What follows belongs to an exercise in optimizing a design on an open flow for small area, a short achievable clock period and few clock cycles; a production flow would make more cautious choices.
RTL that was checked went through simulation tests only; none was proved equivalent to the original.
Only the layout flow was run in runs 1 and 6; the RTL was not checked for function there.

File: flow/config.mk
export PLATFORM = sky130hd
export DESIGN_NAME = sha256_v2
export DESIGN_NICKNAME = sha256_v2
export VERILOG_FILES = /design/flow/design.v
export SDC_FILE = /design/flow/constraint.sdc
export NUM_CORES = 8
export LEC_CHECK = 0
export ABC_AREA = 1
export CAP_MARGIN = 20
export CORE_MARGIN = 2
export CORE_UTILIZATION = 60
export CTS_CLUSTER_DIAMETER = 100
export CTS_CLUSTER_SIZE = 20
export SLEW_MARGIN = 20
File: flow/constraint.sdc
create_clock -name core_clock -period 20.0 [get_ports {i_clk}]
set_input_delay 4.0000 -clock core_clock [delete_from_list [all_inputs] [get_ports {i_clk}]]
set_output_delay 4.0000 -clock core_clock [all_outputs]
set_load 0.01 [all_outputs]
File: flow/design.v
module sha256_counter_data_v2 (
    input wire        i_clk,
    input wire        i_rst,
    input wire        clr_data,
    input wire        cnt_data_en,
    output reg [4:0]  counter_data
);
    always @(posedge i_clk or negedge i_rst) begin
        if (!i_rst) begin
            counter_data <= 0;
        end else begin
            if (clr_data) counter_data <= 0;
            else if (cnt_data_en) counter_data <= counter_data + 5'd1;
            else counter_data <= counter_data;
        end
    end
endmodule
module sha256_counter_i_v2 (
    input wire        i_clk,
    input wire        i_rst,
    input wire        clr_i,
    input wire        cnt_i_en,
    output reg [7:0]  i
);
    always @(posedge i_clk or negedge i_rst) begin
        if (!i_rst) begin
            i <= 0;
        end else begin
            if (clr_i) i <= 0;
            else if (cnt_i_en) i <= i + 8'd1;
            else i <= i;
        end
    end
endmodule
module sha256_counter_j_v2 (
    input wire        i_clk,
    input wire        i_rst,
    input wire        clr_j,
    input wire        cnt_j_en,
    output reg [6:0]  j
);
    always @(posedge i_clk or negedge i_rst) begin
        if (!i_rst) begin
            j <= 0;
        end else begin
            if (clr_j) j <= 0;
            else if (cnt_j_en) j <= j + 7'd1;
            else j <= j;
        end
    end
endmodule
module sha256_functions_v2 (
    input  wire [6:0]  j,
    output wire [31:0] k_j
);
    assign k_j   = func_k(j);
    function [31:0] func_k;
        input [6:0] j;
        begin
            case (j)
                7'd0:  func_k = 32'h71374491;
                7'd1:  func_k = 32'hb5c0fbcf;
                7'd2:  func_k = 32'he9b5dba5;
                7'd3:  func_k = 32'h3956c25b;
                7'd4:  func_k = 32'h59f111f1;
                7'd5:  func_k = 32'h923f82a4;
                7'd6:  func_k = 32'hab1c5ed5;
                7'd7:  func_k = 32'hd807aa98;
                7'd8:  func_k = 32'h12835b01;
                7'd9:  func_k = 32'h243185be;
                7'd10: func_k = 32'h550c7dc3;
                7'd11: func_k = 32'h72be5d74;
                7'd12: func_k = 32'h80deb1fe;
                7'd13: func_k = 32'h9bdc06a7;
                7'd14: func_k = 32'hc19bf174;
                7'd15: func_k = 32'he49b69c1;
                7'd16: func_k = 32'hefbe4786;
                7'd17: func_k = 32'h0fc19dc6;
                7'd18: func_k = 32'h240ca1cc;
                7'd19: func_k = 32'h2de92c6f;
                7'd20: func_k = 32'h4a7484aa;
                7'd21: func_k = 32'h5cb0a9dc;
                7'd22: func_k = 32'h76f988da;
                7'd23: func_k = 32'h983e5152;
                7'd24: func_k = 32'ha831c66d;
                7'd25: func_k = 32'hb00327c8;
                7'd26: func_k = 32'hbf597fc7;
                7'd27: func_k = 32'hc6e00bf3;
                7'd28: func_k = 32'hd5a79147;
                7'd29: func_k = 32'h06ca6351;
                7'd30: func_k = 32'h14292967;
                7'd31: func_k = 32'h27b70a85;
                7'd32: func_k = 32'h2e1b2138;
                7'd33: func_k = 32'h4d2c6dfc;
                7'd34: func_k = 32'h53380d13;
                7'd35: func_k = 32'h650a7354;
                7'd36: func_k = 32'h766a0abb;
                7'd37: func_k = 32'h81c2c92e;
                7'd38: func_k = 32'h92722c85;
                7'd39: func_k = 32'ha2bfe8a1;
                7'd40: func_k = 32'ha81a664b;
                7'd41: func_k = 32'hc24b8b70;
                7'd42: func_k = 32'hc76c51a3;
                7'd43: func_k = 32'hd192e819;
                7'd44: func_k = 32'hd6990624;
                7'd45: func_k = 32'hf40e3585;
                7'd46: func_k = 32'h106aa070;
                7'd47: func_k = 32'h19a4c116;
                7'd48: func_k = 32'h1e376c08;
                7'd49: func_k = 32'h2748774c;
                7'd50: func_k = 32'h34b0bcb5;
                7'd51: func_k = 32'h391c0cb3;
                7'd52: func_k = 32'h4ed8aa4a;
                7'd53: func_k = 32'h5b9cca4f;
                7'd54: func_k = 32'h682e6ff3;
                7'd55: func_k = 32'h748f82ee;
                7'd56: func_k = 32'h78a5636f;
                7'd57: func_k = 32'h84c87814;
                7'd58: func_k = 32'h8cc70208;
                7'd59: func_k = 32'h90befffa;
                7'd60: func_k = 32'ha4506ceb;
                7'd61: func_k = 32'hbef9a3f7;
                7'd62: func_k = 32'hc67178f2;
                default: func_k = 32'h428a2f98;
            endcase
        end
    endfunction
endmodule
module sha256_padding_v2_top (
    input  wire [3:0]  i_k,
    input  wire        i_lo,         
    input  wire        i_first,      
    input  wire        i_last,       
    input  wire        i_padblk,     
    input  wire [7:0]  i_N,
    input  wire [8:0]  i_bit_miss,
    input  wire [16:0] i_len,        
    output wire [31:0] o_keep,
    output wire [31:0] o_set
);
    wire [3:0] q  = i_bit_miss[8:5];
    wire [4:0] s  = i_bit_miss[4:0];
    wire [3:0] kb = ~q;                           
    wire act_p = i_lo & i_padblk;
    wire act_l = i_lo & i_last & ~i_padblk;
    wire cut0  = (i_N == 8'd1) & (q == 4'd15);    
    wire full = i_first ? ~cut0 : (~act_p & (~act_l | (i_k < kb)));
    wire bnd  = i_first ? cut0  : (act_l & (i_k == kb));
    wire p31  = ~i_first & ((act_l & (i_k == kb + 4'd1) & (q != 4'd0) & (s == 5'd0)) |
                            (act_p & (i_k == 4'd0) & (i_bit_miss == 9'd0)));
    wire lenw = ~i_first & (i_k == 4'd15) & (act_p | (act_l & (i_bit_miss > 9'd64)));
    wire [31:0] mask_b = {32{1'b1}} << s;
    wire [31:0] pad_b  = (mask_b >> 1) & ~mask_b;    
    assign o_keep = {32{full}} | ({32{bnd}} & mask_b);
    assign o_set  = ({32{bnd}} & pad_b) | {p31, 31'd0} | ({32{lenw}} & {15'd0, i_len});
endmodule
module sha256_scheduler_v2 (
    input  wire [31:0] w0,
    input  wire [31:0] w1,
    input  wire [31:0] w9,
    input  wire [31:0] w14,
    output wire [31:0] w_new
);
    wire [31:0] sg0 = {w1[6:0], w1[31:7]} ^ {w1[17:0], w1[31:18]} ^ (w1 >> 3);
    wire [31:0] sg1 = {w14[16:0], w14[31:17]} ^ {w14[18:0], w14[31:19]} ^ (w14 >> 10);
    wire [31:0] y1s = w0 ^ w9 ^ sg0;
    wire [31:0] y1c = {(w0[30:0] & w9[30:0]) | (w0[30:0] & sg0[30:0]) | (w9[30:0] & sg0[30:0]), 1'b0};
    wire [31:0] y2s = y1s ^ y1c ^ sg1;
    wire [31:0] y2c = {(y1s[30:0] & y1c[30:0]) | (y1s[30:0] & sg1[30:0]) | (y1c[30:0] & sg1[30:0]), 1'b0};
    assign w_new = y2s + y2c;
endmodule
module sha256_v2(
    input wire i_clk,
    input wire i_rst,
    input wire i_write,
    input wire [7:0] i_N,
    input wire [8:0] i_bit_miss,
    input wire i_read,
    input wire [31:0] i_data,
    output reg [31:0] o_data,
    output reg o_done
);
    localparam [255:0] IV = {32'h6a09e667, 32'hbb67ae85, 32'h3c6ef372, 32'ha54ff53a,
                             32'h510e527f, 32'h9b05688c, 32'h1f83d9ab, 32'h5be0cd19};
    reg        wr_r;         
    reg        rd_r;         
    reg [7:0]  n_r;          
    reg [8:0]  bm_r;         
    reg [6:0]  t;            
    reg        padblk;       
    reg [7:0]  blk;          
    reg        last_r;       
    reg        ro_en;        
    reg [2:0]  rc;           
    reg [31:0] keep_r;       
    reg [31:0] set_r;        
    wire first    = (blk == 8'd0) & ~padblk;
    wire last     = last_r & ~padblk;
    wire need_pad = (bm_r <= 9'd64);
    wire t_lo     = ~t[6] & ~t[5] & ~t[4];           
    wire rnd_en   = t_lo ? (wr_r | padblk) : ~t[6];   
    wire t64      = t[6];
    wire fin      = t64 & (padblk | (last & ~need_pad));
    wire ring_add = t64 | (t[5] & t[4] & t[3] & t[2] & (t[1] | t[0]));  
    wire iv_ld    = (t == 7'd0) & first & ~wr_r;
    wire [6:0] t_nx      = rnd_en ? t + 7'd1 : (t64 ? 7'd0 : t);
    wire       padblk_nx = t64 ? (~fin & (last | padblk)) : padblk;
    wire [7:0] blk_nx    = ~t64 ? blk : (fin ? 8'd0 : (last ? blk : blk + 8'd1));
    wire       last_nx   = (n_r == blk_nx + 8'd1);
    wire       lo_nx     = ~t_nx[6] & ~t_nx[5] & ~t_nx[4];
    wire [31:0] keep_nx, set_nx;
    sha256_padding_v2_top u_pad (
        .i_k(t_nx[3:0]),
        .i_lo(lo_nx),
        .i_first((t_nx == 7'd0) & (blk_nx == 8'd0) & ~padblk_nx),
        .i_last(last_nx),
        .i_padblk(padblk_nx),
        .i_N(i_N),
        .i_bit_miss(i_bit_miss),
        .i_len({n_r, 9'd0} - {8'd0, bm_r}),
        .o_keep(keep_nx),
        .o_set(set_nx)
    );
    always @(posedge i_clk or negedge i_rst) begin
        if (!i_rst) begin
            wr_r   <= 1'b0;
            t      <= 7'd0;
            padblk <= 1'b0;
            blk    <= 8'd0;
            ro_en  <= 1'b0;
        end else begin
            wr_r   <= i_write;
            t      <= t_nx;
            padblk <= padblk_nx;
            blk    <= blk_nx;
            ro_en  <= fin | (ro_en & (t == 7'd0));
        end
    end
    always @(posedge i_clk) begin
        rd_r   <= i_read;
        o_done <= (t == 7'd63) & ~(last & need_pad);
        n_r    <= i_N;
        bm_r   <= i_bit_miss;
        last_r <= last_nx;
        keep_r <= keep_nx;
        set_r  <= set_nx;
        if (fin) rc <= 3'd0;
        else if (ro_en & rd_r & (rc != 3'd7)) rc <= rc + 3'd1;
    end
    reg [31:0] W [0:15];
    wire [31:0] wt;       
    wire [31:0] w_new;
    assign wt = (W[15] & keep_r) | set_r;
    sha256_scheduler_v2 u_sched (
        .w0(W[0]), .w1(W[1]), .w9(W[9]), .w14(W[14]),
        .w_new(w_new)
    );
    wire w15_sched = rnd_en & (t >= 7'd15) & (t <= 7'd62);
    integer i;
    always @(posedge i_clk) begin
        if (rnd_en) begin
            for (i = 0; i < 14; i = i + 1) W[i] <= W[i+1];
            W[14] <= wt;
        end
        W[15] <= w15_sched ? w_new : i_data;
    end
    reg [31:0] a, b, c, d, e, f, g, hk;
    reg [31:0] HA0, HA1, HA2, HA3, HE0, HE1, HE2, HE3;
    wire [31:0] kc_nx;
    sha256_functions_v2 u_k (.j(t), .k_j(kc_nx));
    wire [31:0] s0  = {a[1:0], a[31:2]} ^ {a[12:0], a[31:13]} ^ {a[21:0], a[31:22]};
    wire [31:0] s1  = {e[5:0], e[31:6]} ^ {e[10:0], e[31:11]} ^ {e[24:0], e[31:25]};
    wire [31:0] ch  = (e & f) ^ (~e & g);
    wire [31:0] maj = (a & b) | (a & c) | (b & c);
    wire [31:0] p_s = hk ^ wt ^ ch;
    wire [31:0] p_c = {(hk[30:0] & wt[30:0]) | (hk[30:0] & ch[30:0]) | (wt[30:0] & ch[30:0]), 1'b0};
    wire [31:0] m_s = s1 ^ s0 ^ maj;
    wire [31:0] m_c = {(s1[30:0] & s0[30:0]) | (s1[30:0] & maj[30:0]) | (s0[30:0] & maj[30:0]), 1'b0};
    wire [31:0] ea_s = p_s ^ p_c ^ d;
    wire [31:0] ea_c = {(p_s[30:0] & p_c[30:0]) | (p_s[30:0] & d[30:0]) | (p_c[30:0] & d[30:0]), 1'b0};
    wire [31:0] eb_s = ea_s ^ ea_c ^ s1;
    wire [31:0] eb_c = {(ea_s[30:0] & ea_c[30:0]) | (ea_s[30:0] & s1[30:0]) | (ea_c[30:0] & s1[30:0]), 1'b0};
    wire [31:0] aa_s = p_s ^ p_c ^ m_s;
    wire [31:0] aa_c = {(p_s[30:0] & p_c[30:0]) | (p_s[30:0] & m_s[30:0]) | (p_c[30:0] & m_s[30:0]), 1'b0};
    wire [31:0] ab_s = aa_s ^ aa_c ^ m_c;
    wire [31:0] ab_c = {(aa_s[30:0] & aa_c[30:0]) | (aa_s[30:0] & m_c[30:0]) | (aa_c[30:0] & m_c[30:0]), 1'b0};
    wire [31:0] a_new = ab_s + ab_c;
    wire [31:0] e_new = eb_s + eb_c;
    reg [31:0] iva, ive;
    always @(*) begin
        case (t[1:0])
            2'd0: begin iva = IV[255:224]; ive = IV[127:96]; end
            2'd1: begin iva = IV[159:128]; ive = IV[31:0];   end
            2'd2: begin iva = IV[191:160]; ive = IV[63:32];  end
            default: begin iva = IV[223:192]; ive = IV[95:64]; end
        endcase
    end
    wire [31:0] add_a = (first ? iva : HA3) + a;
    wire [31:0] add_e = (first ? ive : HE3) + e;
    wire [31:0] hk_nx = g + kc_nx;
    wire t63 = (t == 7'd63);
    wire s_rnd = rnd_en, s_ld = t64, s_iv = iv_ld;
    wire s_hold = ~(s_rnd | s_ld | s_iv);
    wire [31:0] m_rnd = {32{s_rnd}}, m_ld = {32{s_ld}}, m_iv = {32{s_iv}}, m_hold = {32{s_hold}};
    always @(posedge i_clk) begin
        a  <= (m_rnd & a_new) | (m_ld & add_a) | (m_iv & IV[255:224]) | (m_hold & a);
        b  <= (m_rnd & a)     | (m_ld & HA0)   | (m_iv & IV[223:192]) | (m_hold & b);
        c  <= (m_rnd & b)     | (m_ld & HA1)   | (m_iv & IV[191:160]) | (m_hold & c);
        d  <= (m_rnd & c)     | (m_ld & HA2)   | (m_iv & IV[159:128]) | (m_hold & d);
        e  <= (m_rnd & e_new) | (m_ld & add_e) | (m_iv & IV[127:96])  | (m_hold & e);
        f  <= (m_rnd & e)     | (m_ld & HE0)   | (m_iv & IV[95:64])   | (m_hold & f);
        g  <= ({32{s_rnd & ~t63}} & f) | ({32{s_ld | t63}} & HE1) | (m_iv & IV[63:32]) | (m_hold & g);
        hk <= ((m_rnd | m_ld) & hk_nx) | (m_iv & (IV[31:0] + 32'h428a2f98)) | (m_hold & hk);
    end
    always @(posedge i_clk) begin
        if (ring_add) begin
            HA0 <= add_a; HA1 <= HA0; HA2 <= HA1; HA3 <= HA2;
            HE0 <= add_e; HE1 <= HE0; HE2 <= HE1; HE3 <= HE2;
        end
    end
    always @(posedge i_clk) begin
        case (rc)
            3'd0: o_data <= HA0;
            3'd1: o_data <= HA1;
            3'd2: o_data <= HA2;
            3'd3: o_data <= HA3;
            3'd4: o_data <= HE0;
            3'd5: o_data <= HE1;
            3'd6: o_data <= HE2;
            default: o_data <= HE3;
        endcase
    end
endmodule
File: flow/flow/run.sh
#!/bin/bash
# Layout flow: the standard synthesis, then the standard layout with
# the timing repair told to keep a setup margin, so that it closes the design
# at a shorter period than the 20 ns constraint, and with the ports buffered
# by plain buffers (which the repair may then resize). Each step's full
# output goes to a log file of its own here.
set -euo pipefail
MARGIN=14.9
bash standard.sh synth > synth.log 2>&1
bash standard.sh SETUP_SLACK_MARGIN=$MARGIN MATCH_CELL_FOOTPRINT=0 "BUFFER_PORTS_ARGS=-buffer_cell sky130_fd_sc_hd__buf_2" "CTS_ARGS=-sink_clustering_enable -repair_clock_nets -sink_clustering_size 20 -sink_clustering_max_diameter 100 -dont_use_dummy_load" finish > layout.log 2>&1
File: flow/standard.sh
#!/bin/bash
# synth_recipe.tcl (not shown) runs the flow's synth.tcl, then flattens the netlist and writes it again
# the make line also repeats each setting of config.mk as NAME=value (left out here)
make -C /OpenROAD-flow-scripts/flow DESIGN_CONFIG=/design/flow/config.mk WORK_HOME=/design/flow/orfs CLKGATE_MAP_FILE= SYNTH_SCRIPT=/design/flow/synth_recipe.tcl "${@:-finish}"
==> out/metrics.csv, run 1 <==
stage;metric;value;unit
yosys;mux cell area share after synthesis;0;%
critical_path;slowest CP cell;dfxtp_4;
global_routing;largest net degree at the start of global routing;126;
yosys;cell accounting for the most synthesized area;edfxtp_1;
floorplan;core footprint;102000;um2
placement;port bufs;85;
timing;fin crit share;26.0;%
yosys;Synth Area in XOR/XNOR;5.84;%
critical_path;Worst Path Max Fanout;1;
route;Vias;49100;
final_layout;Largest Register;W;
yosys;Yosys top cell area share;35.8;%
yosys;Top FF cell, synth;edfxtp_1;
flow_run;Max-cap violations;0;
global_routing;total track usage;42.3;%
final_layout;Finished Layout Cells;7701;
timing;crit path time final;5200;ps
critical_path;Crit path max-delay family;flip-flops;
cts;H-tree depth;3;
cts;cts bufs inserted;68;
yosys;adder-cell share of the synthesized area;11.8;%
critical_path;crit path DAT;1200;ps
yosys;Post-Syn Area;61800;um2
yosys;Area contributors post-synth;edfxtp_1 (36%), dfxtp_1 (13%), fa_1 (6.9%);
yosys;post-synthesis register bit count;1161;
yosys;EDFF count, synth;736;
route;DR vias/cell;6.38;
global_routing;vias in the first global route;46200;
route;top sig layer;met5;
route;First DRT Iteration DRCs;7511;
global_routing;GRT overflow;0;
timing;Final Hold Fails;0;
placement;placed cell count;7601;
yosys;compound-cell area share of the yosys netlist;13.8;%
floorplan;die area;106000;um2
cts;CTS Buffer Depth;3;
route;final WL;229000;um
route;met3 routed wirelength;28700;um
yosys;post-synthesis sequential area ratio;49.7;%
route;Final ANT Viol Nets;0;
cts;Clk Latency, worst-skew pair;690;ps
route;DRC Markers;0;
floorplan;initial core utilization;60.6;%
yosys;cell count after synthesis;6309;
timing;clock skew;83.8;ps
global_routing;global-route wire length before repair;322000;um
yosys;Syn Nets;6816;
floorplan;Die Wd;325;um
critical_path;Critical Path RT;16000;ps
yosys;top-count cell post-synth;nand2_1;
yosys;unique cell type count in the Yosys netlist;64;
global_routing;initial antenna violation count;14;
timing;Slew HR;20.7;%
cts;CTS tree;yes;
placement;global placer's final weighted congestion;1.04;
worst_hold_path;Worst Hold Class;reg -> reg;
critical_path;Buf/Inv on CP;1;
yosys;synthesized area per cell;9.80;um2
route;1st-pass router iterations;9;
final_layout;sequential cell area;30800;um2
timing;fin. max-slew vios;0;
placement;DP HPWL;173000;um
floorplan;# IOs;86;
critical_path;Setup CP Type;reg -> out;
final_layout;filler cell count;8087;
route;M1 WL;85100;um
critical_path;reg-to-reg startpoint;a[6];
critical_path;CP Cell Sequence;buf_6;
yosys;main combinational cell family by area after synthesis;compound AO/OA/AOI/OAI gates;
timing;RSZ-0062 raised after global routing;true;
yosys;Yosys warnings;4;
final_layout;layout cells sized above 1;7.30;%
floorplan;Rows;117;
route;routed wl met2;98000;um
critical_path;crit start category;flip-flop;
cts;Num Clock Sinks;1161;
yosys;ys async rst share;1.55;%
status;status;no timing/DRC/antenna violations;
route;WL/cell;29.7;um
yosys;simple-gate share of the synthesized area;11.9;%
timing;Worst Tran Pin Value;1180;ps
final_layout;max reg flops;512;
critical_path;crit path from;o_data[3];
cts;clock slew at reported path FFs;80;ps
worst_hold_path;Hold Crit Start;W[11][31];
timing;FMAX;192;MHz
yosys;Synth top cells by count;nand2_1 (966), inv_1 (895), edfxtp_1 (736);
final_layout;layout net count;6838;
cts;Root Buffer;clkbuf_16;
critical_path;Critical Path End Type;output pin;
timing;Setup TNS Final;0;ps
floorplan;Die H;325;um
critical_path;Critical Path Max Stage Delay;410;ps
timing;Final Setup Violations;0;
final_layout;Layout area overhead;7.18;%
final_layout;area of the multi-input gates;27200;um2
[final cells by class]
class,count,share of cell area [%]
Antenna cell,4,0.0151
Clock buffer,68,2.57
Inverter,911,5.20
Multi-Input combinational cell,4013,41.1
Sequential cell,1161,46.5
Tap cell,1368,2.58
Timing Repair Buffer,176,2.02
[cell families after synthesis]
kind of cell | Yosys count
AND/OR/NAND/NOR | 1743
XOR/XNOR | 411
AO/OA/AOI/OAI | 1403
buffers and inverters | 1137
adder cells (fa/ha/maj) | 454
flip-flops | 1161
[layer usage]
metal / vias to the layer above / GRT usage, %
met4: 18 / 25.2
met1: 23500 / 56.2
met3: 675 / 11.0
li1: 21400 / -
met5: - / 0
met2: 3436 / 62.7
[worst paths after layout]
check	slack [ps]	depth (start not counted)	to
min in group asynchronous	3310	1	blk[6]
max in group asynchronous	16330	1	t[0]
hold reg to reg	390	0	W[10][31]
setup / recovery	14800	1	o_data[3]
hold / removal	390	0	W[10][31]
setup reg to reg	14920	17	a[23]
[cell usage in the layout (no fill, tap or decap), types with 27 or more instances in the layout]
cell type  count
clkbuf_16     68
a22oi_1       58
a221oi_1      50
edfxtp_1     736
o221ai_1      89
nand2_1      959
xnor2_1      156
o21ai_0      411
inv_1        889
o211ai_1      55
nand3_1      274
or2_2         52
fa_1         213
a21o_1        32
ha_1         237
a21oi_1      446
o2111ai_1     41
buf_6         27
xor2_1       235
dfxtp_2       34
a31oi_1       42
nand4_1       33
nor3_1        43
buf_2         62
dfxtp_1      361
buf_4         81
nor2_1       312
[through the flow]
stage | worst slack, ps | hold WS [ps] | area [um2] | util (%)
after global routing | 14790 | 394 | 66200 | 64.9
after CTS | 14800 | 387 | 65800 | 64.5
after floorplan | 14550 | 400 | 61800 | -
after global placement | 13060 | 401 | 63600 | 62.3
final | 14800 | 392 | 66300 | 64.9
after detailed placement | 13380 | 405 | 63600 | 62.3
[timing repair]
item	in CTS	in global routing
endpoints found under the setup margin	211	258
pin swaps	3	8
hold buffers	0	0
gates resized for setup	109	105
setup buffers	9	17
cloned	2	0
hold endpoints to repair	0	0
==> inputs of run 2 (changes only) <==
--- a/flow/design.v
+++ b/flow/design.v
@@ -299,4 +299,3 @@
     wire [31:0] add_e = (first ? ive : HE3) + e;
-    wire [31:0] hk_nx = g + kc_nx;
-    wire t63 = (t == 7'd63);
+    wire [31:0] hk_nx = (t64 ? HE2 : g) + kc_nx;
     wire s_rnd = rnd_en, s_ld = t64, s_iv = iv_ld;
@@ -311,3 +310,3 @@
         f  <= (m_rnd & e)     | (m_ld & HE0)   | (m_iv & IV[95:64])   | (m_hold & f);
-        g  <= ({32{s_rnd & ~t63}} & f) | ({32{s_ld | t63}} & HE1) | (m_iv & IV[63:32]) | (m_hold & g);
+        g  <= (m_rnd & f)     | (m_ld & HE1)   | (m_iv & IV[63:32])   | (m_hold & g);
         hk <= ((m_rnd | m_ld) & hk_nx) | (m_iv & (IV[31:0] + 32'h428a2f98)) | (m_hold & hk);
==> flow/flow/run.sh (replaced) <==
#!/bin/bash
# Layout flow: the standard synthesis, then the standard layout with
# the timing repair told to keep a setup margin, so that it closes the design
# at a shorter period than the 20 ns constraint, and with the ports buffered
# by plain buffers (which the repair may then resize). Each step's full
# output goes to a log file of its own here. The repair after global routing
# keeps a larger margin, for what detailed routing adds.
set -euo pipefail
MARGIN=14.9
GRT_MARGIN=15.05
bash standard.sh synth > synth.log 2>&1
ARGS=("BUFFER_PORTS_ARGS=-buffer_cell sky130_fd_sc_hd__buf_2" "CTS_ARGS=-sink_clustering_enable -repair_clock_nets -sink_clustering_size 20 -sink_clustering_max_diameter 100 -dont_use_dummy_load")
bash standard.sh SETUP_SLACK_MARGIN=$MARGIN "${ARGS[@]}" cts > layout.log 2>&1
bash standard.sh SETUP_SLACK_MARGIN=$GRT_MARGIN "${ARGS[@]}" finish > layout2.log 2>&1
==> run 2 against run 1 <==
Count of clock-buffer cells in the layout rose by 1. Global-route usage decreased by 2.7 points. Cell count up 0.65%. Wire length is 6.5% lower. Sequential share of layout area decreased by 0.30 points. Non-clock buffer count is 6 lower. Synthesized area up 0.44%. Worst setup slack improved by 52 ps. Worst hold slack improved by 7.8 ps. Critical path type unchanged.
==> out/metrics.csv, run 2 <==
stage;metric;value;unit;change
cts;clock slew at reported path FFs;90;ps;about the same
placement;Post-DP Area;63900;um2;+0.38%
cts;Clk Latency, worst-skew pair;690;ps;about the same
yosys;top-count cell post-synth;nand2_1;;
critical_path;Crit path max-delay family;flip-flops;;
final_layout;Largest Register;W;;
final_layout;layout net count;6889;;+0.75%
timing;Setup TNS Final;0;ps;unchanged
yosys;adder-cell share of the synthesized area;11.7;%;-0.052 points
floorplan;Die H;326;um;+0.22%
placement;port bufs;85;;unchanged
floorplan;Rows;117;;unchanged
timing;FMAX;194;MHz;+1.0%
placement;DP HPWL;158000;um;-8.9%
timing;Worst Tran Pin Value;1240;ps;+60.1 ps
cts;Root Buffer;clkbuf_16;;
route;DRC Markers;0;;unchanged
cts;CTS tree;yes;;
final_layout;layout cells sized above 1;7.85;%;+0.55 points
route;Final ANT Viol Nets;0;;unchanged
yosys;post-synthesis sequential area ratio;49.4;%;-0.22 points
yosys;main combinational cell family by area after synthesis;compound AO/OA/AOI/OAI gates;;
yosys;cell count after synthesis;6380;;+1.1%
yosys;Yosys top cell area share;35.6;%;-0.16 points
cts;Hold-fix buffers, CTS;0;;unchanged
route;final WL;214000;um;-6.5%
yosys;post-synthesis register bit count;1161;;unchanged
timing;Final Hold Fails;0;;unchanged
timing;clock skew;64.3;ps;-19.5 ps
final_layout;max reg flops;512;;unchanged
placement;global placer's final weighted congestion;1.02;;-1.9%
floorplan;die area;106000;um2;+0.43%
floorplan;# IOs;86;;unchanged
yosys;Syn Nets;6887;;+1.0%
yosys;EDFF count, synth;736;;unchanged
route;DR vias/cell;6.30;;-1.2%
floorplan;initial core utilization;60.8;%;+0.18 points
yosys;Top FF cell, synth;edfxtp_1;;
route;WL/cell;27.6;um;-7.1%
yosys;unique cell type count in the Yosys netlist;67;;+4.7%
critical_path;Critical Path End Type;output pin;;
timing;fin crit share;25.8;%;-0.26 points
cts;H-tree depth;3;;unchanged
global_routing;initial antenna violation count;12;;-2
global_routing;total track usage;39.6;%;-2.7 points
global_routing;largest net degree at the start of global routing;212;;+68%
route;First DRT Iteration DRCs;6613;;-12%
global_routing;vias in the first global route;45800;;-0.76%
worst_hold_path;Worst Hold Class;reg -> reg;;
critical_path;crit path DAT;1150;ps;-50 ps
critical_path;crit start category;flip-flop;;
yosys;ys async rst share;1.55;%;unchanged
yosys;Yosys warnings;4;;unchanged
cts;cts bufs inserted;69;;+1.5%
timing;RSZ-0062 raised after global routing;true;;
timing;Setup WS post-layout;14850;ps;+51.8 ps
critical_path;Critical Path RT;16000;ps;about the same
timing;crit path time final;5150;ps;-51.8 ps
final_layout;most frequent cells in the layout;nand2_1 (1027), inv_1 (857), edfxtp_1 (736), o21ai_0 (458), a21oi_1 (350);;
yosys;Synth Area in XOR/XNOR;5.85;%;+0.017 points
global_routing;GRT overflow;0;;unchanged
floorplan;Die Wd;326;um;+0.22%
yosys;cell accounting for the most synthesized area;edfxtp_1;;
critical_path;Critical Path Max Stage Delay;370;ps;-40 ps
cts;CTS Buffer Depth;3;;unchanged
timing;Final Hold Slack;399;ps;+7.80 ps
final_layout;most common cell after layout, fill and taps aside;nand2_1;;
timing;Slew HR;17.5;%;-3.2 points
critical_path;Setup CP Type;reg -> out;;
yosys;mux cell area share after synthesis;0;%;unchanged
global_routing;global-route wire length before repair;307000;um;-4.8%
route;1st-pass router iterations;9;;unchanged
final_layout;Layout area overhead;7.45;%;
final_layout;design area;66700;um2;+0.70%
timing;Final Setup Violations;0;;unchanged
yosys;Area contributors post-synth;edfxtp_1 (36%), dfxtp_1 (13%), fa_1 (6.9%);;
yosys;simple-gate share of the synthesized area;12.3;%;+0.49 points
critical_path;CP Cell Sequence;buf_6;;
yosys;Synth top cells by count;nand2_1 (1034), inv_1 (868), edfxtp_1 (736);;
floorplan;core footprint;102000;um2;+0.14%
flow_run;Max-cap violations;0;;unchanged
route;Vias;48800;;-0.60%
timing;fin. max-slew vios;0;;unchanged
status;status;no timing/DRC/antenna violations;;
critical_path;Buf/Inv on CP;1;;unchanged
yosys;synthesized area per cell;9.73;um2;-0.68%
yosys;Post-Syn Area;62100;um2;+0.44%
critical_path;slowest CP cell;dfxtp_4;;
yosys;compound-cell area share of the yosys netlist;13.8;%;-0.079 points
placement;Setup WS pre-CTS;13760;ps;+380 ps
cts;Num Clock Sinks;1161;;unchanged
critical_path;Worst Path Max Fanout;1;;unchanged
-- run 2: changes by cell type after synthesis, moves of 18 or more --
cell and delta:
o21ai_0 +44, o211ai_1 +32, inv_1 -27, clkbuf_1 +18
nand2_1 +68, a22oi_1 +69, a21oi_1 -81, o221ai_1 -67
-- run 2: timing repair --
| item | in CTS | in global routing |
|---|---|---|
| setup endpoints to repair | 132 | 181 |
| buffers inserted | 5 | 19 |
| gates cloned | 0 | 4 |
| pin swaps | 0 | 11 |
| gates resized for setup | 63 | 189 |
-- run 2: area by class of cell --
class	count	area, um2
fill	8336	35500
sequential	1161	30800
multi-input combinational	4098	27800
inverter	882	3350
clock buffer	69	1730
tap	1368	1710
timing repair buffer	170	1330
antenna	3	7.51
-- run 2: routing by layer --
layer / routed length [um] / GRT usage [%] / vias up
met1: 78600 / 51.3 / 23300
met4: 19700 / 29.3 / 8
met3: 23600 / 8.12 / 725
met5: 54 / 0 / -
li1: - / - / 21600
met2: 91900 / 59.2 / 3160
-- run 2: metrics by stage --
stage / utilization [%] / instances
floorplan: - / 6380
global placement: 62.5 / 7648
detailed placement: 62.5 / 7649
CTS: 64.4 / 7723
global route: 65.3 / 7749
finish: 65.3 / 7751
-- run 2: kinds of logic (layout without fill, tap and decap cells) --
kind of cell,after synthesis,count (layout)
AOI/OAI and AO/OA,1401,1401
xor gates and xnor gates,414,414
adders and majority gates,454,454
buffers and inverters,1124,1121
DFF,1161,1161
other,0,3
and+or+nand+nor,1826,1829
-- run 2: path summary, 6_finish.rpt --
path | startpoint | endpoint | slack (ps) | cells past startpoint
setup / recovery | o_data[20] | o_data[20] | 14850 | 1
hold reg to reg | W[5][28] | W[4][28] | 400 | 0
max in group asynchronous | i_rst | t[6] | 16370 | 1
hold / removal | W[5][28] | W[4][28] | 400 | 0
min in group asynchronous | i_rst | wr_r | 3280 | 1
setup reg to reg | W[15][5] | e[26] | 15120 | 22
Testbench counts of run 2, summed over its fixed seeds: cycles 12,948.
==> inputs of run 3 (changes only) <==
--- a/flow/flow/run.sh
+++ b/flow/flow/run.sh
@@ -9,3 +9,3 @@
 MARGIN=14.9
-GRT_MARGIN=15.05
+GRT_MARGIN=15.2
 bash standard.sh synth > synth.log 2>&1
==> run 3 against run 2 <==
Sequential share of layout area shrank 0.57 points. Fmax is 0.12% higher. Design area grew 1.3%. Clock skew up 0.83 ps. Critical path type unchanged.
==> out/metrics.csv, run 3 <==
stage;metric;value;unit;change
placement;DP HPWL;158000;um;unchanged
yosys;post-synthesis register bit count;1161;;unchanged
route;Final ANT Viol Nets;0;;unchanged
yosys;Yosys top cell area share;35.6;%;unchanged
yosys;Syn Nets;6887;;unchanged
floorplan;core footprint;102000;um2;unchanged
yosys;Synth top cells by count;nand2_1 (1034), inv_1 (868), edfxtp_1 (736);;
final_layout;design area;67600;um2;+1.3%
timing;Worst Tran Pin Value;1210;ps;-26.9 ps
final_layout;most common cell after layout, fill and taps aside;nand2_1;;
cts;CTS Buffer Depth;3;;unchanged
placement;global placer's final weighted congestion;1.02;;unchanged
critical_path;Critical Path End Type;output pin;;
yosys;cell count after synthesis;6380;;unchanged
timing;fin crit share;25.7;%;-0.032 points
floorplan;# IOs;86;;unchanged
route;DR vias/cell;6.29;;-0.19%
critical_path;Critical Path Max Stage Delay;370;ps;about the same
critical_path;crit start category;flip-flop;;
yosys;unique cell type count in the Yosys netlist;67;;unchanged
timing;Slew HR;19.3;%;+1.8 points
timing;RSZ-0062 raised after global routing;true;;
cts;Clk Latency, worst-skew pair;680;ps;about the same
cts;Num Clock Sinks;1161;;unchanged
global_routing;vias in the first global route;45800;;unchanged
floorplan;Die H;326;um;unchanged
yosys;Yosys warnings;4;;unchanged
final_layout;Largest Register;W;;
status;status;no timing/DRC/antenna violations;;
route;Vias;48900;;+0.25%
critical_path;Critical Path RT;16000;ps;about the same
final_layout;Finished Layout Cells;7785;;+0.44%
final_layout;most frequent cells in the layout;nand2_1 (1021), inv_1 (854), edfxtp_1 (736), o21ai_0 (447), a21oi_1 (346);;
global_routing;initial antenna violation count;13;;+1
final_layout;max reg flops;512;;unchanged
yosys;EDFF count, synth;736;;unchanged
placement;Post-DP Area;63900;um2;unchanged
timing;Final Hold Slack;401;ps;+1.31 ps
yosys;Post-Syn Area;62100;um2;unchanged
timing;fin. max-slew vios;0;;unchanged
cts;Root Buffer;clkbuf_16;;
floorplan;Rows;117;;unchanged
critical_path;slowest CP cell;dfxtp_4;;
floorplan;die area;106000;um2;unchanged
final_layout;Layout area overhead;8.88;%;
cts;cts bufs inserted;69;;unchanged
cts;clock slew at reported path FFs;90;ps;about the same
yosys;post-synthesis sequential area ratio;49.4;%;unchanged
critical_path;Worst Path Max Fanout;1;;unchanged
timing;Setup TNS Final;0;ps;unchanged
yosys;ys async rst share;1.55;%;unchanged
timing;Final Hold Fails;0;;unchanged
final_layout;layout net count;6922;;+0.48%
timing;FMAX;194;MHz;+0.12%
yosys;Top FF cell, synth;edfxtp_1;;
cts;H-tree depth;3;;unchanged
floorplan;Die Wd;326;um;unchanged
yosys;Area contributors post-synth;edfxtp_1 (36%), dfxtp_1 (13%), fa_1 (6.9%);;
yosys;synthesized area per cell;9.73;um2;unchanged
global_routing;largest net degree at the start of global routing;212;;unchanged
global_routing;GRT overflow;0;;unchanged
yosys;top-count cell post-synth;nand2_1;;
route;DRC Markers;0;;unchanged
critical_path;Buf/Inv on CP;1;;unchanged
flow_run;Max-cap violations;0;;unchanged
critical_path;crit path DAT;1140;ps;about the same
critical_path;Setup CP Type;reg -> out;;
yosys;cell accounting for the most synthesized area;edfxtp_1;;
global_routing;global-route wire length before repair;307000;um;unchanged
placement;port bufs;85;;unchanged
floorplan;initial core utilization;60.8;%;unchanged
global_routing;total track usage;39.6;%;unchanged
timing;Final Setup Violations;0;;unchanged
route;1st-pass router iterations;7;;-2
critical_path;Crit path max-delay family;flip-flops;;
timing;crit path time final;5140;ps;-6.40 ps
final_layout;layout cells sized above 1;9.45;%;+1.6 points
final_layout;Final Core Density;66.2;%;+0.87 points
route;final WL;215000;um;+0.63%
placement;placed cell count;7649;;unchanged
cts;CTS tree;yes;;
route;WL/cell;27.7;um;+0.19%
timing;clock skew;65.1;ps;+0.834 ps
route;First DRT Iteration DRCs;6884;;+4.1%
worst_hold_path;Worst Hold Class;reg -> reg;;
critical_path;CP Cell Sequence;buf_6;;
run 3: cell counts after synthesis:
No cell type changed its count.
run 3: final timing paths:
check,cells after the start,slack (ps),startpoint,end
worst min register to register,0,400,W[5][28],W[4][28]
worst min-delay path,0,400,W[5][28],W[4][28]
min in group asynchronous,1,3280,i_rst,wr_r
worst max register to register,22,15200,W[15][5],e[26]
max in group asynchronous,1,16370,i_rst,t[6]
worst max-delay path,1,14860,o_data[20],o_data[20]
run 3: cells by family (layout without fill, tap and decap cells):
logic type | Yosys count | count (layout) | share of synthesized area [%]
AOI/OAI and AO/OA | 1401 | 1401 | 13.8
xor gates and xnor gates | 414 | 414 | 5.85
adders and majority gates | 454 | 454 | 11.7
buffers and inverters | 1124 | 1152 | 6.86
DFF | 1161 | 1161 | 49.4
other | 0 | 4 | 0
and+or+nand+nor | 1826 | 1831 | 12.3
run 3: metrics by stage:
step	worst slack, ps
5_1_grt	14840
3_3_place_gp	13730
2_1_floorplan	12190
3_5_place_dp	13760
6_report	14860
4_1_cts	14840
run 3: routing by layer:
| metal | GRT usage, % | wire length [um] | vias up |
|---|---|---|---|
| met1 | 51.3 | 78900 | 23400 |
| met2 | 59.2 | 93100 | 3188 |
| li1 | - | - | 21700 |
| met4 | 29.3 | 19600 | 8 |
| met3 | 8.12 | 23600 | 727 |
| met5 | 0 | 54 | - |
run 3: area by class of cell:
class / count / area (um2)
Timing Repair Buffer: 201 / 1700
Clock buffer: 69 / 1730
Tap cell: 1368 / 1710
Antenna cell: 4 / 10.0
Sequential cell: 1161 / 30800
Inverter: 882 / 3360
Multi-Input combinational cell: 4100 / 28300
Fill cell: 8232 / 34600
run 3: what timing repair did:
| item | in CTS | in global routing |
|---|---|---|
| setup endpoints to repair | 132 | 390 |
| buffers inserted | 5 | 46 |
| gates resized for setup | 63 | 324 |
| gates cloned | 0 | 10 |
| hold buffers | 0 | 0 |
| pin swaps | 0 | 39 |
==> inputs of run 4 (changes only) <==
==> flow/flow/run.sh (replaced) <==
#!/bin/bash
# Layout flow: the standard synthesis, then the standard layout with
# the timing repair told to keep a setup margin, so that it closes the design
# at a shorter period than the 20 ns constraint, and with the ports buffered
# by plain buffers (which the repair may then resize). Each step's full
# output goes to a log file of its own here.
set -euo pipefail
MARGIN=14.9
bash standard.sh synth > synth.log 2>&1
bash standard.sh SETUP_SLACK_MARGIN=$MARGIN MATCH_CELL_FOOTPRINT=0 TNS_END_PERCENT=50 "BUFFER_PORTS_ARGS=-buffer_cell sky130_fd_sc_hd__buf_2" "CTS_ARGS=-sink_clustering_enable -repair_clock_nets -sink_clustering_size 20 -sink_clustering_max_diameter 100 -dont_use_dummy_load" finish > layout.log 2>&1
==> run 4 against run 3 <==
First-iteration DRC count grew 0.58%. Largest cell class unchanged. Still clean. Cell count decreased by 0.46%. Sequential share of layout area rose by 0.77 points. Critical endpoint unchanged. Critical path depth unchanged.
==> out/metrics.csv, run 4 <==
stage;metric;value;unit;change
status;status;no timing/DRC/antenna violations;;
yosys;Synth top cells by count;nand2_1 (1034), inv_1 (868), edfxtp_1 (736);;
critical_path;crit start category;flip-flop;;
timing;Final Setup Violations;0;;unchanged
critical_path;CP Cell Sequence;buf_2;;
final_layout;Layout area overhead;6.83;%;
cts;CTS tree;yes;;
yosys;cell accounting for the most synthesized area;edfxtp_1;;
floorplan;die area;106000;um2;unchanged
worst_hold_path;Hold Crit Start;W[7][23];;
timing;FMAX;195;MHz;+0.15%
yosys;top-count cell post-synth;nand2_1;;
placement;DP HPWL;160000;um;+1.8%
floorplan;Rows;117;;unchanged
global_routing;global route hottest layer;met2;;
yosys;post-synthesis register bit count;1161;;unchanged
yosys;Post-Syn Area;62100;um2;unchanged
final_layout;most frequent cells in the layout;nand2_1 (1030), inv_1 (861), edfxtp_1 (736), o21ai_0 (462), dfxtp_1 (378);;
cts;CTS Buffer Depth;3;;unchanged
final_layout;Largest Register;W;;
final_layout;Finished Layout Cells;7749;;-0.46%
critical_path;crit path DAT;1140;ps;about the same
final_layout;layout cells sized above 1;6.53;%;-2.9 points
yosys;synthesized area per cell;9.73;um2;unchanged
critical_path;slowest CP cell;dfxtp_1;;
timing;fin crit share;25.7;%;-0.038 points
cts;Num Clock Sinks;1161;;unchanged
yosys;unique cell type count in the Yosys netlist;67;;unchanged
worst_hold_path;Worst Hold Class;reg -> reg;;
route;WL/cell;28.1;um;+1.6%
floorplan;Die Wd;326;um;unchanged
global_routing;largest net degree at the start of global routing;182;;-14%
global_routing;global-route wire length before repair;310000;um;+1.2%
placement;global placer's final weighted congestion;1.02;;+0.12%
floorplan;Die H;326;um;unchanged
placement;port bufs;85;;unchanged
yosys;Area contributors post-synth;edfxtp_1 (36%), dfxtp_1 (13%), fa_1 (6.9%);;
critical_path;reg-to-reg startpoint;t[0];;
global_routing;met3 usage;7.21;%;-0.91 points
timing;Slew HR;15.0;%;-4.3 points
floorplan;# IOs;86;;unchanged
final_layout;most common cell after layout, fill and taps aside;nand2_1;;
route;final WL;218000;um;+1.1%
global_routing;total track usage;40.2;%;+0.63 points
yosys;Syn Nets;6887;;unchanged
critical_path;Reg2Reg Depth;22;;unchanged
worst_hold_path;hold-critical path depth;0;;unchanged
timing;Final Hold Fails;0;;unchanged
route;DR vias/cell;6.33;;+0.73%
timing;fin. max-slew vios;0;;unchanged
global_routing;GRT overflow;0;;unchanged
route;1st-pass router iterations;8;;+1
critical_path;Crit path max-delay family;flip-flops;;
cts;H-tree depth;3;;unchanged
critical_path;Setup CP Type;reg -> out;;
yosys;Top FF cell, synth;edfxtp_1;;
global_routing;GR met1 Demand/Resource;52.5;%;+1.2 points
timing;RSZ-0062 raised after global routing;true;;
critical_path;Worst R2R End;HA0[30];;
cts;Clk Latency, worst-skew pair;690;ps;about the same
yosys;Yosys top cell area share;35.6;%;unchanged
global_routing;vias in the first global route;46000;;+0.42%
floorplan;initial core utilization;60.8;%;unchanged
critical_path;R2R Setup Slk;14980;ps;-220 ps
cts;Root Buffer;clkbuf_16;;
route;DRC Markers;0;;unchanged
global_routing;initial antenna violation count;14;;+1
yosys;ys async rst share;1.55;%;unchanged
critical_path;Buf/Inv on CP;1;;unchanged
route;First DRT Iteration DRCs;6924;;+0.58%
placement;placed cell count;7654;;+0.065%
worst_hold_path;sink of the worst hold path;W[6][23];;
timing;crit path time final;5140;ps;-7.60 ps
floorplan;core footprint;102000;um2;unchanged
critical_path;Worst Path Max Fanout;1;;unchanged
yosys;post-synthesis sequential area ratio;49.4;%;unchanged
timing;Worst Tran Pin Value;1280;ps;+65.1 ps
critical_path;Critical Path RT;16000;ps;about the same
route;Vias;49100;;+0.27%
critical_path;Critical Path Max Stage Delay;350;ps;-20 ps
yosys;EDFF count, synth;736;;unchanged
timing;Setup TNS Final;0;ps;unchanged
critical_path;Critical Path End Type;output pin;;
cts;clock slew at reported path FFs;80;ps;about the same
yosys;cell count after synthesis;6380;;unchanged
route;Final ANT Viol Nets;0;;unchanged
cts;cts bufs inserted;69;;unchanged
flow_run;Max-cap violations;0;;unchanged
final_layout;max reg flops;512;;unchanged
final_layout;layout net count;6883;;-0.56%
global_routing;met2 Track Usage GR;61.2;%;+2.0 points
timing;clock skew;73.1;ps;+8.02 ps
yosys;Yosys warnings;4;;unchanged
-- run 4: worst reg2reg max path: stages, from the launching register on --
cell and delay [ps]:
dfrtp_1 310, buf_4 260, clkinvlp_4 260, ha_2 460, inv_1 130, nor2_2 120
buf_4 310, clkinvlp_4 490, nand2_1 180, ha_1 290, nand2_1 90, inv_1 40
nand2_1 60, inv_1 50, nand3_1 80, nand3_1 190, a21boi_0 400, o21ai_1 210
a21oi_1 340, o21ai_1 180, nand2_1 120, nand3_1 90, and2_1 170
-- run 4: how the worst max path moves through the flow --
stage	startpoint	slack, ps	end	cells after the start
after detailed placement	t[6]	13510	W[4][3]	9
after global routing	t[1]	14780	hk[24]	19
after floorplan	t[0]	12190	HA0[0]	4
final	o_data[20]	14860	o_data[20]	1
after CTS	W[15][5]	14790	e[26]	22
after global placement	t[6]	13590	W[2][3]	9
-- run 4: what timing repair did --
item,CTS,global route
resized for setup,60,94
setup endpoints to repair,518,290
buffers inserted,3,13
hold buffers,0,0
cloned,0,2
pin swaps,1,4
-- run 4: cell type report --
type / count / area, um2
Clock buffer: 69 / 1730
Fill cell: 8253 / 35900
Tap cell: 1368 / 1710
Timing Repair Buffer: 166 / 1200
Sequential cell: 1161 / 30800
Multi-Input combinational cell: 4096 / 27600
Inverter: 882 / 3350
Antenna cell: 7 / 17.5
-- run 4: stage by stage --
stage	setup slack (ps)	instance area, um2	utilization (%)	hold slack [ps]
after floorplan	12190	62100	-	400
after global placement	13590	63900	62.5	400
after detailed placement	13510	63900	62.5	405
after CTS	14790	65800	64.4	391
after global routing	14780	66300	64.9	413
final	14860	66300	64.9	399
-- run 4: metal layers --
metal,routed length [um],share of wire (%)
met5,87,0.040
met4,18800,8.6
met3,23800,11
met2,95300,44
met1,79700,37
-- run 4: kinds of logic (layout without fill, tap and decap cells) --
kind of cell,after synthesis,count (layout),share of synthesized area [%]
AO/OA/AOI/OAI,1401,1401,13.8
adder cells (fa/ha/maj),454,454,11.7
other,0,7,0
AND/OR/NAND/NOR,1826,1827,12.3
XOR/XNOR,414,414,5.85
buffers and inverters,1124,1117,6.86
flip-flops,1161,1161,49.4
==> inputs of run 5 (changes only) <==
==> flow/flow/run.sh (replaced) <==
#!/bin/bash
# Layout flow: the standard synthesis, then the standard layout with
# the timing repair told to keep a setup margin, so that it closes the design
# at a shorter period than the 20 ns constraint, and with the ports buffered
# by plain buffers (which the repair may then resize); the flip-flops that
# drive output ports are placed next to the ports' buffers. Each step's full
# output goes to a log file of its own here.
set -euo pipefail
MARGIN=14.9
bash standard.sh synth > synth.log 2>&1
bash standard.sh SETUP_SLACK_MARGIN=$MARGIN "BUFFER_PORTS_ARGS=-buffer_cell sky130_fd_sc_hd__buf_2" "POST_GLOBAL_PLACE_TCL=$PWD/flow/place_io_flops.tcl" "CTS_ARGS=-sink_clustering_enable -repair_clock_nets -sink_clustering_size 20 -sink_clustering_max_diameter 100 -dont_use_dummy_load" finish > layout.log 2>&1
==> flow/flow/place_io_flops.tcl (new file) <==
# After global placement: put each flip-flop that drives an output port's
# buffer next to that buffer, so the flop-to-port path has a short wire.
# Detailed placement legalizes the moved cells afterwards.
set block [ord::get_db_block]
set moved 0
foreach bterm [$block getBTerms] {
  if {[$bterm getIoType] ne "OUTPUT"} { continue }
  set net [$bterm getNet]
  if {$net eq "NULL"} { continue }
  set buf ""
  foreach it [$net getITerms] {
    if {[$it isOutputSignal]} { set buf [$it getInst] }
  }
  if {$buf eq ""} { continue }
  set ff ""
  foreach it [$buf getITerms] {
    if {![$it isInputSignal]} { continue }
    set n2 [$it getNet]
    if {$n2 eq "NULL"} { continue }
    foreach jt [$n2 getITerms] {
      if {[$jt isOutputSignal] && [[[$jt getInst] getMaster] isSequential]} { set ff [$jt getInst] }
    }
  }
  if {$ff eq ""} { continue }
  set loc [$buf getLocation]
  $ff setLocation [lindex $loc 0] [lindex $loc 1]
  incr moved
}
puts "place_io_flops: moved $moved flip-flops next to their output buffers"
==> run 5 against run 4 <==
Critical endpoint is now o_data[5]. Design area hardly changed. Count of clock-buffer cells in the layout unchanged. Fmax up 0.12%. Highest routed layer unchanged. Still clean on timing, DRC and antenna. Register-to-register slack about the same. Critical path depth did not move. First-iteration DRC count down 3.0%. Non-clock buffer count decreased by 4.
==> out/metrics.csv, run 5 <==
stage;metric;value;unit;change
timing;crit path time final;5130;ps;-6.30 ps
yosys;Synth top cells by count;nand2_1 (1034), inv_1 (868), edfxtp_1 (736);;
yosys;post-synthesis register bit count;1161;;unchanged
critical_path;Worst Path Max Fanout;1;;unchanged
final_layout;most common cell after layout, fill and taps aside;nand2_1;;
global_routing;vias in the first global route;46000;;+0.022%
global_routing;total track usage;39.6;%;-0.61 points
route;First DRT Iteration DRCs;6717;;-3.0%
route;final WL;212000;um;-2.4%
yosys;Yosys warnings;4;;unchanged
critical_path;slowest CP cell;dfxtp_2;;
yosys;Syn Nets;6887;;unchanged
floorplan;# IOs;86;;unchanged
route;WL/cell;27.4;um;-2.3%
floorplan;initial core utilization;60.8;%;unchanged
route;DR vias/cell;6.28;;-0.89%
cts;CTS tree;yes;;
route;Final ANT Viol Nets;0;;unchanged
flow_run;Max-cap violations;0;;unchanged
final_layout;layout cells sized above 1;6.92;%;+0.40 points
yosys;Yosys top cell area share;35.6;%;unchanged
yosys;cell count after synthesis;6380;;unchanged
status;status;no timing/DRC/antenna violations;;
critical_path;Setup CP Type;reg -> out;;
yosys;Top FF cell, synth;edfxtp_1;;
cts;H-tree depth;3;;unchanged
cts;Num Clock Sinks;1161;;unchanged
yosys;top-count cell post-synth;nand2_1;;
timing;fin. max-slew vios;0;;unchanged
global_routing;GRT overflow;0;;unchanged
worst_hold_path;Worst Hold Class;reg -> reg;;
timing;fin crit share;25.7;%;-0.031 points
critical_path;crit path DAT;1130;ps;about the same
final_layout;most frequent cells in the layout;nand2_1 (1029), inv_1 (858), edfxtp_1 (736), o21ai_0 (464), a21oi_1 (359);;
critical_path;Buf/Inv on CP;1;;unchanged
yosys;Post-Syn Area;62100;um2;unchanged
placement;DP HPWL;157000;um;-1.9%
global_routing;largest net degree at the start of global routing;212;;+16%
final_layout;filler cell count;8323;;+0.85%
cts;clock slew at reported path FFs;80;ps;about the same
placement;port bufs;85;;unchanged
timing;Worst Tran Pin Value;1270;ps;-3.26 ps
global_routing;global-route wire length before repair;307000;um;-1.2%
critical_path;Crit path max-delay family;flip-flops;;
route;1st-pass router iterations;9;;+1
critical_path;Critical Path Max Stage Delay;330;ps;-20 ps
route;Vias;48600;;-0.97%
cts;cts bufs inserted;69;;unchanged
yosys;cell accounting for the most synthesized area;edfxtp_1;;
cts;CTS Buffer Depth;3;;unchanged
yosys;Area contributors post-synth;edfxtp_1 (36%), dfxtp_1 (13%), fa_1 (6.9%);;
critical_path;Critical Path End Type;output pin;;
route;DRC Markers;0;;unchanged
cts;Clk Latency, worst-skew pair;690;ps;about the same
floorplan;Die Wd;326;um;unchanged
timing;Final Setup Violations;0;;unchanged
yosys;post-synthesis sequential area ratio;49.4;%;unchanged
final_layout;Largest Register;W;;
final_layout;Layout area overhead;6.80;%;about the same
critical_path;Critical Path RT;16000;ps;about the same
timing;Final Hold Fails;0;;unchanged
yosys;ys async rst share;1.55;%;unchanged
floorplan;Rows;117;;unchanged
critical_path;CP Cell Sequence;buf_6;;
floorplan;core footprint;102000;um2;unchanged
yosys;unique cell type count in the Yosys netlist;67;;unchanged
cts;Root Buffer;clkbuf_16;;
timing;FMAX;195;MHz;+0.12%
global_routing;initial antenna violation count;9;;-5
floorplan;die area;106000;um2;unchanged
critical_path;crit start category;flip-flop;;
timing;clock skew;71.5;ps;-1.60 ps
timing;RSZ-0062 raised after global routing;true;;
final_layout;layout net count;6878;;-0.073%
yosys;EDFF count, synth;736;;unchanged
final_layout;max reg flops;512;;unchanged
yosys;synthesized area per cell;9.73;um2;unchanged
floorplan;Die H;326;um;unchanged
timing;Slew HR;15.2;%;+0.22 points
timing;Setup TNS Final;0;ps;unchanged
run 5: cell counts after synthesis:
No cell type changed its count.
run 5: kinds of logic after synthesis:
kind of cell / synth area share, %
xor gates and xnor gates: 5.85
AOI/OAI and AO/OA: 13.8
adders and majority gates: 11.7
DFF: 49.4
buffers and inverters: 6.86
and+or+nand+nor: 12.3
run 5: final timing paths:
kind                           start         to  slack (ps)  cells past startpoint
setup / recovery           o_data[5]  o_data[5]       14870                      1
hold / removal               W[6][7]    W[5][7]         400                      0
min in group asynchronous      i_rst     blk[4]        3270                      1
max in group asynchronous      i_rst       t[6]       16380                      1
hold reg to reg              W[6][7]    W[5][7]         400                      0
setup reg to reg                t[0]     hk[27]       14980                     20
run 5: stage by stage:
stage | hold slack (ps) | setup WS (ps) | instance area, um2 | utilization, % | std cells
after floorplan | 400 | 12190 | 62200 | - | 6380
after global placement | 400 | 13730 | 63800 | 62.5 | 7648
after detailed placement | 405 | 13770 | 63900 | 62.5 | 7649
after CTS | 398 | 14840 | 65800 | 64.4 | 7726
after global routing | 396 | 14790 | 66300 | 64.9 | 7737
final | 403 | 14870 | 66300 | 64.9 | 7743
run 5: cell type report:
| type | instances | area (um2) | area share (%) |
|---|---|---|---|
| Clock buffer | 69 | 1730 | 2.60 |
| Sequential cell | 1161 | 30800 | 46.4 |
| Timing Repair Buffer | 162 | 1210 | 1.83 |
| Multi-Input combinational cell | 4095 | 27500 | 41.5 |
| Tap cell | 1368 | 1710 | 2.58 |
| Antenna cell | 6 | 15.0 | 0.0226 |
| Inverter | 882 | 3340 | 5.04 |
run 5: per-layer routing:
| layer | GRT usage (%) | share of wire [%] |
|---|---|---|
| met3 | 7.20 | 10 |
| met2 | 60.5 | 44 |
| met5 | 0 | 0.023 |
| met1 | 51.3 | 37 |
| met4 | 28.2 | 8.9 |
run 5: repair_timing:
item	CTS	global route
setup endpoints to repair	143	147
hold buffers	0	0
pin swaps	0	5
gates cloned	0	0
gates resized for setup	62	114
setup buffers	8	11
==> inputs of run 6 (changes only) <==
--- a/flow/design.v
+++ b/flow/design.v
@@ -196,3 +196,3 @@
     reg [31:0] set_r;        
-    wire first    = (blk == 8'd0) & ~padblk;
+    reg        first;        
     wire last     = last_r & ~padblk;
@@ -230,2 +230,3 @@
             ro_en  <= 1'b0;
+            first  <= 1'b1;
         end else begin
@@ -236,2 +237,3 @@
             ro_en  <= fin | (ro_en & (t == 7'd0));
+            first  <= (blk_nx == 8'd0) & ~padblk_nx;
         end
==> run 6 against run 5 <==
Still clean. Count of clock-buffer cells in the layout up 1. Via count shrank 0.73%. Synthesized cell count is 1.3% lower. Flip-flop and latch count increased by 1.
==> out/metrics.csv, run 6 <==
stage;metric;value;unit;change
status;status;no timing/DRC/antenna violations;;
final_layout;filler cell count;8224;;-1.2%
cts;H-tree depth;3;;unchanged
cts;Num Clock Sinks;1162;;+0.086%
cts;CTS tree;yes;;
floorplan;core footprint;102000;um2;unchanged
route;final WL;215000;um;+1.5%
timing;FMAX;195;MHz;+0.20%
floorplan;Rows;117;;unchanged
critical_path;Setup CP Type;reg -> out;;
yosys;adder-cell share of the synthesized area;11.8;%;+0.028 points
timing;Worst Tran Pin Value;1240;ps;-35.1 ps
critical_path;reg-to-reg startpoint;W[15][22];;
yosys;cell accounting for the most synthesized area;edfxtp_1;;
yosys;EDFF count, synth;736;;unchanged
final_layout;most common cell after layout, fill and taps aside;nand2_1;;
route;First DRT Iteration DRCs;6729;;+0.18%
flow_run;Max-cap violations;0;;unchanged
global_routing;vias in the first global route;45700;;-0.70%
yosys;post-synthesis register bit count;1162;;+0.086%
cts;Hold-fix buffers, CTS;0;;unchanged
critical_path;WP depth;1;;unchanged
final_layout;sequential cell area;30800;um2;+0.11%
timing;clock skew;82.4;ps;+10.9 ps
critical_path;Worst Path Max Fanout;1;;unchanged
worst_hold_path;sink of the worst hold path;W[11][23];;
floorplan;Die H;326;um;about the same
final_layout;area of the multi-input gates;27500;um2;-0.21%
yosys;Synth Area in XOR/XNOR;5.82;%;-0.036 points
cts;cts bufs inserted;70;;+1.4%
route;DR vias/cell;6.28;;+0.11%
yosys;main combinational cell family by area after synthesis;compound AO/OA/AOI/OAI gates;;
global_routing;global-route wire length before repair;309000;um;+0.65%
global_routing;GRT overflow;0;;unchanged
critical_path;R2R Setup Slk;14900;ps;-80 ps
critical_path;CP Cell Sequence;buf_6;;
placement;DP HPWL;160000;um;+1.9%
floorplan;initial core utilization;60.7;%;about the same
yosys;post-synthesis sequential area ratio;49.5;%;+0.077 points
cts;Root Buffer;clkbuf_16;;
final_layout;layout cells sized above 1;7.80;%;+0.87 points
route;1st-pass router iterations;8;;-1
route;Final ANT Viol Nets;0;;unchanged
global_routing;largest net degree at the start of global routing;147;;-31%
final_layout;layout net count;6819;;-0.86%
yosys;mux cell area share after synthesis;0;%;unchanged
route;WL/cell;28.1;um;+2.3%
critical_path;Critical Path Max Stage Delay;330;ps;about the same
floorplan;# IOs;86;;unchanged
critical_path;Critical Path RT;16000;ps;about the same
critical_path;Buf/Inv on CP;1;;unchanged
final_layout;Largest Register;W;;
yosys;compound-cell area share of the yosys netlist;14.5;%;+0.69 points
critical_path;crit start category;flip-flop;;
final_layout;design area;66500;um2;+0.34%
global_routing;total track usage;40.0;%;+0.37 points
yosys;Post-Syn Area;62000;um2;about the same
critical_path;Worst R2R End;e[29];;
timing;Final Hold Fails;0;;unchanged
timing;crit path time final;5120;ps;-10.3 ps
critical_path;slowest CP cell;dfxtp_2;;
cts;Clk Latency, worst-skew pair;680;ps;about the same
placement;Post-DP Area;63800;um2;about the same
route;Vias;48200;;-0.73%
cts;CTS Buffer Depth;3;;unchanged
yosys;Syn Nets;6803;;-1.2%
yosys;Yosys top cell area share;35.6;%;about the same
worst_hold_path;Hold Crit Start;W[12][23];;
critical_path;Reg2Reg Depth;15;;-25%
timing;Setup TNS Final;0;ps;unchanged
floorplan;die area;106000;um2;about the same
timing;fin. max-slew vios;0;;unchanged
yosys;cell count after synthesis;6295;;-1.3%
final_layout;Layout area overhead;7.24;%;
yosys;Synth top cells by count;nand2_1 (945), inv_1 (877), edfxtp_1 (736);;
yosys;simple-gate share of the synthesized area;11.5;%;-0.89 points
worst_hold_path;Worst Hold Class;reg -> reg;;
cts;clock slew at reported path FFs;90;ps;about the same
timing;Slew HR;17.2;%;+2.0 points
timing;RSZ-0062 raised after global routing;true;;
route;DRC Markers;0;;unchanged
yosys;synthesized area per cell;9.86;um2;+1.3%
critical_path;Critical Path End Type;output pin;;
yosys;Yosys warnings;4;;unchanged
worst_hold_path;hold-critical path depth;0;;unchanged
critical_path;Crit path max-delay family;flip-flops;;
yosys;Area contributors post-synth;edfxtp_1 (36%), dfxtp_1 (13%), fa_1 (6.9%);;
final_layout;most frequent cells in the layout;nand2_1 (941), inv_1 (865), edfxtp_1 (736), o21ai_0 (435), a21oi_1 (404);;
critical_path;crit path DAT;1120;ps;about the same
timing;Final Hold Slack;412;ps;+9.58 ps
yosys;unique cell type count in the Yosys netlist;70;;+4.5%
yosys;ys async rst share;1.64;%;+0.085 points
final_layout;max reg flops;512;;unchanged
yosys;Top FF cell, synth;edfxtp_1;;
yosys;top-count cell post-synth;nand2_1;;
global_routing;initial antenna violation count;6;;-3
timing;Final Setup Violations;0;;unchanged
floorplan;Die Wd;326;um;about the same
placement;port bufs;85;;unchanged
timing;fin crit share;25.6;%;-0.052 points
[run 6: how the worst max path moves through the flow]
| stage | startpoint | endpoint | slack, ps |
|---|---|---|---|
| after floorplan | t[0] | HA0[0] | 14210 |
| after global placement | i_N[2] | keep_r[1] | 13620 |
| after detailed placement | i_N[2] | keep_r[1] | 13570 |
| after CTS | o_data[14] | o_data[14] | 14850 |
| after global routing | t[0] | hk[26] | 14830 |
| final | o_data[14] | o_data[14] | 14880 |
[run 6: what timing repair did]
action	in CTS	in global routing
gates cloned	1	0
buffers inserted	16	18
setup endpoints to repair	402	291
resized for setup	89	110
pin swaps	2	5
[run 6: cell type report]
cell class	count	share of cell area, %
inverters	894	5.11
clock buffers	70	2.63
multi-input cells	4000	41.3
repair buffers	183	2.08
diodes	1	0.00376
well taps	1368	2.57
flip-flops and latches	1162	46.3
[run 6: cells by family (layout without fill, tap and decap cells)]
family                   count (synthesis)  after routing
AND/OR/NAND/NOR                       1672           1672
AO/OA/AOI/OAI                         1460           1461
flip-flops                            1162           1162
XOR/XNOR                               412            412
buffers and inverters                 1134           1147
other                                    0              1
adder cells (fa/ha/maj)                455            455
[run 6: per-layer routing]
layer	up-vias	track usage [%]	wire length [um]
li1	21400	-	-
met1	23200	53.2	81100
met2	2914	61.2	95000
met3	672	6.60	21500
met4	6	26.0	17800
met5	-	0	33
[run 6: stage by stage]
step                      utilization (%)  setup slack (ps)  cells
after CTS                            64.6             14850   7658
after detailed placement             62.5             13570   7571
final                                65.1             14880   7678
after global routing                 65.1             14830   7677
after floorplan                         -             14210   6295
after global placement               62.5             13620   7570

## port drivers added, routing unchanged
The flow's constraints put no driver on any port. The routed layouts listed below were extracted and timed again, unchanged, in two steps.
Step 1 (the two cells are an assumption about what drives the block):
set clk [get_ports {i_clk}]
set_driving_cell -lib_cell sky130_fd_sc_hd__clkbuf_16 $clk
set_driving_cell -lib_cell sky130_fd_sc_hd__buf_2 [delete_from_list [all_inputs] $clk]
Step 2 times the ports against the registers' clock, not the clock port: input delays grow and output delays shrink by t, the midpoint of the rising clock arrivals with the driver on.
a / b / c = ideal / step 1 / step 2; a / b = the first two.
run	t, ns	setup WS [ns]	hold WS [ns]	latest minus earliest clock arrival (ns)
run 1	0.729	14.798 / 14.715 / 14.259	0.392 / 0.392 / 0.392	0.084 / 0.085
run 2	0.732	14.849 / 14.771 / 14.465	0.399 / 0.399 / 0.399	0.071 / 0.071
run 3	0.730	14.856 / 14.777 / 14.527	0.401 / 0.401 / 0.401	0.074 / 0.074
run 4	0.731	14.864 / 14.783 / 14.245	0.399 / 0.399 / 0.399	0.073 / 0.074
run 5	0.733	14.870 / 14.788 / 14.352	0.403 / 0.403 / 0.403	0.073 / 0.074
run 6	0.718	14.880 / 14.804 / 14.302	0.412 / 0.412 / 0.412	0.085 / 0.085
After both steps setup and hold are still met in every run listed. For run 4, which loses most, drivers alone change the setup slack by -0.081 ns; drivers and shift together by -0.619 ns.
